This is an optimization exercise on Yosys and OpenROAD, whose aim is small area, not a production implementation. In this exercise RTL edits were held to simulation tests only and were not proved equivalent to the original. Power and IR drop assume default switching activity. No driver is modelled on the clock port, so clocking that relies on it looks cheaper here than on a real chip.

Design hdmi, start of the top module:
module hdmi
#(parameter FREQ=25200000, FS=48000, CTS=25200, N=6144)
 (
   input        I_CLK_PIXEL,
   input        I_RESET,      
   input [7:0]  I_R,
   input [7:0]  I_G,
   input [7:0]  I_B,
   input        I_BLANK,
   input        I_HSYNC,
   input        I_VSYNC,
   input        I_ASPECT_169,
   input        I_AUDIO_ENABLE,
   input [15:0] I_AUDIO_PCM_L,
   input [15:0] I_AUDIO_PCM_R,
   output [9:0] O_RED,    
   output [9:0] O_GREEN,  
   output [9:0] O_BLUE    
);
clock: 10.0 ns
lec_check: 0
cap_margin: 20
core_margin: 2
core_utilization: 65
place_density: 0.75
slew_margin: 20
standard.sh (not shown) runs the stock make flow with config.mk's settings and CLKGATE_MAP_FILE= SYNTH_SCRIPT=/design/flow/synth_recipe.tcl, a recipe that flattens the netlist after the stock synthesis.
==> flow/flow/run.sh <==
#!/bin/bash
# The standard layout (standard.sh: the standard flow's synthesis, floorplan, power grid,
# placement, CTS and routing), with two settings passed to ORFS:
#  - port buffers use the smallest buffer cell;
#  - clock tree synthesis without dummy loads.
# make's full output goes to standard.log in the work folder.
set -euo pipefail
export BUFFER_PORTS_ARGS="-buffer_cell sky130_fd_sc_hd__buf_1"
export CTS_ARGS="-sink_clustering_enable -repair_clock_nets -sink_clustering_size 30 -sink_clustering_max_diameter 100 -buf_list sky130_fd_sc_hd__clkbuf_16 -dont_use_dummy_load"
bash standard.sh > standard.log 2>&1
Edit:
--- a/flow/design.v
+++ b/flow/design.v
@@ -110,27 +110,30 @@
    output [3:0]   o_d1,
    output [3:0]   o_d2,
    output         o_data,
    output reg     o_prevBlank   
 );
 localparam [16:0] CTS_ = CTS;
 localparam integer ATIMER_LIMIT = FREQ/FS;          
-localparam [9:0]  AT_STEP = 10'd0 - (ATIMER_LIMIT - 1);   
-localparam [16:0] CTS_STEP = 17'd2 - CTS_;                  
+localparam integer CTS_MOD = CTS - 1;                        
+localparam integer CTS_HTOP = 131071 / CTS_MOD;               
+localparam integer CTS_LTOP = 131071 - CTS_HTOP * CTS_MOD;    
 localparam [191:0] channelStatus = (FS == 48000)?192'hc202004004:(FS == 44100)?192'hc200004004:192'hc203004004;
 localparam [55:0] audioRegenPacket = {N[7:0], N[15:8], 8'h00, CTS[7:0], CTS[15:8], 16'h0000};
 reg [15:0] counterX;
 reg        firstHSyncChange;
 reg        oddLine;
 reg        prevHSync;
 reg        allowGeneration;
 reg        wrapped;
 reg [1:0]  pktType;             
-reg [16:0] ctsTimer;
-reg [9:0]  audioTimer;
+reg [14:0] ctsLo;
+reg [2:0]  ctsHi;
+reg [9:0]  audioLo;
+reg        audioHi;
 reg [7:0]  channelStatusIdx;
 reg [1:0]  samplesHead;
 reg [23:0] audioPacketHeader;
 reg        sampleQ;             
 reg [15:0] sL0, sL1, sL2, sL3;
 reg [15:0] sR0, sR1, sR2, sR3;
 reg        sS0, sS1, sS2, sS3;   
@@ -171,17 +174,20 @@
 wire lowX       = counterX[15:6] == 10'd0;
 wire send1      = allowGeneration && lowX && !counterX[5];
 wire send2      = allowGeneration && lowX &&  counterX[5];
 wire send       = allowGeneration && lowX;
 wire sample     = sampleQ;
 wire send2Next  = !load && allowGeneration && !(o_prevBlank && !i_blank)
                   && (counterX >= 16'd31) && (counterX <= 16'd62);
-wire sampleNext = !sampleQ && !send2Next && (audioTimer >= ATIMER_LIMIT - 1);
+wire audioLoWrap = audioLo == ATIMER_LIMIT - 1;
+wire sampleNext = !sampleQ && !send2Next && (audioHi || audioLoWrap);
 wire [1:0] headNext = send2 ? 2'd0 : samplesHead;
-wire regen      = (ctsTimer >= CTS_ - 1'b1) && !(&ctsTimer);
+wire ctsLoWrap  = ctsLo == CTS_MOD - 1;
+wire ctsTop     = (ctsHi == CTS_HTOP) && (ctsLo == CTS_LTOP);    
+wire regen      = (ctsHi != 3'd0) && !ctsTop;                   
 reg [23:0] fHdr;
 reg [55:0] fSub0;
 always @* begin
    case (pktType)
       2'd0: begin fHdr = 24'h000001; fSub0 = audioRegenPacket; end
       2'd1: begin fHdr = 24'h0D0282; fSub0 = 56'h00000000191046; end
       2'd2: begin fHdr = 24'h0D0282; fSub0 = 56'h000000002A1035; end
@@ -258,16 +264,18 @@
 if (i_reset) begin
    counterX <= 0;
    firstHSyncChange <= 0;
    oddLine <= 0;
    prevHSync <= 0;
    o_prevBlank <= 0;
    allowGeneration <= 0;
-   ctsTimer <= 0;
-   audioTimer <= 0;
+   ctsLo <= 0;
+   ctsHi <= 0;
+   audioLo <= 0;
+   audioHi <= 0;
    channelStatusIdx <= 0;
    samplesHead <= 0;
    audioPacketHeader <= 0;
    sC0 <= 5'd28; sC1 <= 5'd28; sC2 <= 5'd28; sC3 <= 5'd28;
    dataOffset <= 0;
 end else begin
    if (sample) begin
@@ -277,26 +285,33 @@
       case (samplesHead)
          2'd0: sC0 <= 0;
          2'd1: sC1 <= 0;
          2'd2: sC2 <= 0;
          default: sC3 <= 0;
       endcase
    end
-   audioTimer <= audioTimer + (sample ? AT_STEP : 10'd1);
+   audioLo <= audioLoWrap ? 10'd0 : audioLo + 1'b1;
+   audioHi <= audioLoWrap ? 1'b1 : sample ? 1'b0 : audioHi;
    if (send2) begin
       samplesHead <= 0;
       audioPacketHeader <= audioPacketHeader >> 1;
       if (sC0 < 5'd28) sC0 <= sC0 + 1'b1;
       if (sC1 < 5'd28) sC1 <= sC1 + 1'b1;
       if (sC2 < 5'd28) sC2 <= sC2 + 1'b1;
       if (sC3 < 5'd28) sC3 <= sC3 + 1'b1;
    end
    if (send)
       dataOffset <= dataOffset + 5'd1;
-   ctsTimer <= ctsTimer + ((load && regen) ? CTS_STEP : 17'd1);
+   if (ctsTop) begin
+      ctsLo <= 0;
+      ctsHi <= 0;
+   end else begin
+      ctsLo <= ctsLoWrap ? 15'd0 : ctsLo + 1'b1;
+      ctsHi <= ctsHi + ctsLoWrap - (load && regen);
+   end
    if (!o_prevBlank && i_blank)
       firstHSyncChange <= 1;
    if (o_prevBlank && !i_blank)
       allowGeneration <= 0;
    if (load) begin
       oddLine <= !oddLine;
       counterX <= 0;
The changed run ran to the end with no violations.
Utilization stays flat.
Clock power stays flat.
Sequential cell count grows by 2.
Routed wire length came out higher by about 3%.
Die area hardly moves.
Synthesized cell count rose by about 0.36%.

* * *

Starting RTL as in the previous note.
==> flow/design.v (excerpt) <==
module hdmi
#(parameter FREQ=25200000, FS=48000, CTS=25200, N=6144)
 (
   input        I_CLK_PIXEL,
   input        I_RESET,      
   input [7:0]  I_R,
   input [7:0]  I_G,
   input [7:0]  I_B,
   input        I_BLANK,
   input        I_HSYNC,
   input        I_VSYNC,
   input        I_ASPECT_169,
   input        I_AUDIO_ENABLE,
   input [15:0] I_AUDIO_PCM_L,
   input [15:0] I_AUDIO_PCM_R,
   output [9:0] O_RED,    
   output [9:0] O_GREEN,  
   output [9:0] O_BLUE    
);
   wire [9:0]   red;
   wire [9:0]   green;
   wire [9:0]   blue;
   wire [9:0]   enc0out;
   wire [9:0]   enc1out;
   wire [9:0]   enc2out;
   wire         dataNext;
   wire [1:0]   dataPacket0Next;
   wire [3:0]   dataPacket1Next;
   wire [3:0]   dataPacket2Next;
   wire [24:0]  videoOut;       
   wire [1:0]   syncOut11;      
   wire [1:0]   syncOut12;      
   wire [10:0]  dataLineOut;    
   wire [10:0]  dataLine1;      
   wire         data;
   wire [7:0]   ROut;
   wire [7:0]   GOut;
   wire [7:0]   BOut;
   wire         vdeOut;
   wire         dataOut;
   wire [1:0]   vhSyncOut;
   wire         prevBlank;
   reg          prevData;
   wire [3:0]   dataPacket0Out;
  ...
==> flow/config.mk <==
export PLATFORM = sky130hd
export DESIGN_NAME = hdmi
export DESIGN_NICKNAME = hdmi
export VERILOG_FILES = /design/flow/design.v
export SDC_FILE = /design/flow/constraint.sdc
export NUM_CORES = 4
export LEC_CHECK = 0
export CAP_MARGIN = 20
export CORE_MARGIN = 2
export CORE_UTILIZATION = 65
export PLACE_DENSITY = 0.75
export SLEW_MARGIN = 20
==> flow/constraint.sdc <==
create_clock -name core_clock -period 10.0 [get_ports {I_CLK_PIXEL}]
set_input_delay 2.0000 -clock core_clock [delete_from_list [all_inputs] [get_ports {I_CLK_PIXEL}]]
set_output_delay 2.0000 -clock core_clock [all_outputs]
set_load 0.01 [all_outputs]
==> flow/flow/run.sh <==
#!/bin/bash
# The standard layout (standard.sh), with three changes:
#  - after the standard synthesis, its combinational logic is mapped again for
#    area (flow/reopt.tcl; registers, their cells and names are unchanged);
#  - port buffers use the smallest buffer cell;
#  - clock tree synthesis without dummy loads.
# Each tool's full output goes to a log in the work folder: synth.log (standard
# synthesis), reopt.log (re-mapping), standard.log (the rest of the layout).
set -euo pipefail
export BUFFER_PORTS_ARGS="-buffer_cell sky130_fd_sc_hd__buf_1"
export CTS_ARGS="-sink_clustering_enable -repair_clock_nets -sink_clustering_size 30 -sink_clustering_max_diameter 100 -buf_list sky130_fd_sc_hd__clkbuf_16 -dont_use_dummy_load"
bash standard.sh synth > synth.log 2>&1
results="orfs/results/${FLOW_PLATFORM}/hdmi/base"
yosys_exe="$(command -v yosys || echo "${FLOW_HOME}/../tools/install/yosys/bin/yosys")"
cp "${results}/1_2_yosys.v" standard_synth.v
REOPT_LIB="${FLOW_HOME}/platforms/${FLOW_PLATFORM}/lib/sky130_fd_sc_hd__tt_025C_1v80.lib" \
REOPT_NETLIST="$PWD/${results}/1_2_yosys.v" REOPT_TOP="${FLOW_TOP}" \
   "${yosys_exe}" -c flow/reopt.tcl > reopt.log 2>&1
# the netlist is now newer than 1_synth.odb, so make redoes that step first
bash standard.sh finish > standard.log 2>&1
Other scripts of this flow, unchanged in this note and not shown: flow/flow/reopt.tcl
The baseline completed with no timing, DRC or antenna violations.
Then changed:
--- a/flow/design.v
+++ b/flow/design.v
@@ -109,29 +109,32 @@
    output [1:0]   o_d0,         
    output [3:0]   o_d1,
    output [3:0]   o_d2,
    output         o_data,
    output reg     o_prevBlank   
 );
 localparam [16:0] CTS_ = CTS;
 localparam integer ATIMER_LIMIT = FREQ/FS;          
-localparam [9:0]  AT_STEP = 10'd0 - (ATIMER_LIMIT - 1);   
-localparam [16:0] CTS_STEP = 17'd2 - CTS_;                  
+localparam integer CTS_MOD = CTS - 1;                        
+localparam integer CTS_HTOP = 131071 / CTS_MOD;               
+localparam integer CTS_LTOP = 131071 - CTS_HTOP * CTS_MOD;    
 localparam [191:0] channelStatus = (FS == 48000)?192'hc202004004:(FS == 44100)?192'hc200004004:192'hc203004004;
 localparam [55:0] audioRegenPacket = {N[7:0], N[15:8], 8'h00, CTS[7:0], CTS[15:8], 16'h0000};
 reg [15:0] counterX;
 reg        firstHSyncChange;
 reg        oddLine;
 reg        prevHSync;
 reg        allowGeneration;
 reg        wrapped;
 reg [1:0]  pktType;             
-reg [16:0] ctsTimer;
-reg [9:0]  audioTimer;
+reg [14:0] ctsLo;
+reg [2:0]  ctsHi;
+reg [9:0]  audioLo;
+reg        audioHi;
 reg [7:0]  channelStatusIdx;
 reg [1:0]  samplesHead;
 reg [23:0] audioPacketHeader;
 reg        sampleQ;             
 reg [15:0] sL0, sL1, sL2, sL3;
 reg [15:0] sR0, sR1, sR2, sR3;
 reg        sS0, sS1, sS2, sS3;   
 reg        pL0, pL1, pL2, pL3;   
@@ -170,19 +173,22 @@
 wire load       = hEdge && firstHSyncChange;
 wire lowX       = counterX[15:6] == 10'd0;
 wire send1      = allowGeneration && lowX && !counterX[5];
 wire send2      = allowGeneration && lowX &&  counterX[5];
 wire send       = allowGeneration && lowX;
 wire sample     = sampleQ;
 wire send2Next  = !load && allowGeneration && !(o_prevBlank && !i_blank)
                   && (counterX >= 16'd31) && (counterX <= 16'd62);
-wire sampleNext = !sampleQ && !send2Next && (audioTimer >= ATIMER_LIMIT - 1);
+wire audioLoWrap = audioLo == ATIMER_LIMIT - 1;
+wire sampleNext = !sampleQ && !send2Next && (audioHi || audioLoWrap);
 wire [1:0] headNext = send2 ? 2'd0 : samplesHead;
-wire regen      = (ctsTimer >= CTS_ - 1'b1) && !(&ctsTimer);
+wire ctsLoWrap  = ctsLo == CTS_MOD - 1;
+wire ctsTop     = (ctsHi == CTS_HTOP) && (ctsLo == CTS_LTOP);    
+wire regen      = (ctsHi != 3'd0) && !ctsTop;                   
 reg [23:0] fHdr;
 reg [55:0] fSub0;
 always @* begin
    case (pktType)
       2'd0: begin fHdr = 24'h000001; fSub0 = audioRegenPacket; end
       2'd1: begin fHdr = 24'h0D0282; fSub0 = 56'h00000000191046; end
       2'd2: begin fHdr = 24'h0D0282; fSub0 = 56'h000000002A1035; end
       default: begin fHdr = 24'h0A0184; fSub0 = 56'h00000000001160; end
@@ -257,18 +263,20 @@
 always @(posedge i_pixclk)
 if (i_reset) begin
    counterX <= 0;
    firstHSyncChange <= 0;
    oddLine <= 0;
    prevHSync <= 0;
    o_prevBlank <= 0;
    allowGeneration <= 0;
-   ctsTimer <= 0;
-   audioTimer <= 0;
+   ctsLo <= 0;
+   ctsHi <= 0;
+   audioLo <= 0;
+   audioHi <= 0;
    channelStatusIdx <= 0;
    samplesHead <= 0;
    audioPacketHeader <= 0;
    sC0 <= 5'd28; sC1 <= 5'd28; sC2 <= 5'd28; sC3 <= 5'd28;
    dataOffset <= 0;
 end else begin
    if (sample) begin
       audioPacketHeader <= audioPacketHeader | hdrOr;
@@ -276,28 +284,35 @@
       samplesHead <= samplesHead + 2'd1;
       case (samplesHead)
          2'd0: sC0 <= 0;
          2'd1: sC1 <= 0;
          2'd2: sC2 <= 0;
          default: sC3 <= 0;
       endcase
    end
-   audioTimer <= audioTimer + (sample ? AT_STEP : 10'd1);
+   audioLo <= audioLoWrap ? 10'd0 : audioLo + 1'b1;
+   audioHi <= audioLoWrap ? 1'b1 : sample ? 1'b0 : audioHi;
    if (send2) begin
       samplesHead <= 0;
       audioPacketHeader <= audioPacketHeader >> 1;
       if (sC0 < 5'd28) sC0 <= sC0 + 1'b1;
       if (sC1 < 5'd28) sC1 <= sC1 + 1'b1;
       if (sC2 < 5'd28) sC2 <= sC2 + 1'b1;
       if (sC3 < 5'd28) sC3 <= sC3 + 1'b1;
    end
    if (send)
       dataOffset <= dataOffset + 5'd1;
-   ctsTimer <= ctsTimer + ((load && regen) ? CTS_STEP : 17'd1);
+   if (ctsTop) begin
+      ctsLo <= 0;
+      ctsHi <= 0;
+   end else begin
+      ctsLo <= ctsLoWrap ? 15'd0 : ctsLo + 1'b1;
+      ctsHi <= ctsHi + ctsLoWrap - (load && regen);
+   end
    if (!o_prevBlank && i_blank)
       firstHSyncChange <= 1;
    if (o_prevBlank && !i_blank)
       allowGeneration <= 0;
    if (load) begin
       oddLine <= !oddLine;
       counterX <= 0;
       allowGeneration <= i_audio_enable;
Effect: The new run produced a clean layout. Register-to-register slack is worse by 0.30 ns. Power rises slightly. Via count climbs by a few percent. Design area stays flat. Non-clock buffer count is lower by 1. Worst hold slack got worse by 0.032 ns. Combinational power barely changes. First-iteration DRC count goes up by a few percent. Routed wire length grows by a few percent. Die area is about the same. Synthesized area stays flat. Utilization decreases by 0.11 points. Critical path depth grows by 19.

[re-timing with driven ports]
In the flow no input, the clock included, has a driving cell. The finished layouts below were timed again as built, in two steps.
Step 1, drivers: a clkbuf_16 drives I_CLK_PIXEL and a buf_2 each remaining input, both assumed.
Step 2 adds t to the input delays and takes it off the output delays; t is the mean of the earliest and latest rising clock arrival at the registers after step 1. Input paths then give back, and output paths get back, about the clock's delay inside the block.
a / b / c = ideal / step 1 / step 2; a / b = the first two.
run | shift t [ns] | slack for setup (ns) | clock arrival spread, ns
the first run of note 1 | 0.635 | 3.210 / 3.210 / 3.210 | 0.048 / 0.048
the second run of note 1 | 0.639 | 2.893 / 2.893 / 2.893 | 0.040 / 0.039
the first run of note 2 | 0.642 | 4.129 / 4.073 / 3.679 | 0.051 / 0.050
the second run of note 2 | 0.639 | 4.058 / 4.058 / 4.058 | 0.060 / 0.060
After both steps setup and hold are still met in every run listed. For the first run of note 2, which loses most, drivers alone change the setup slack by -0.056 ns; drivers and shift together by -0.450 ns.
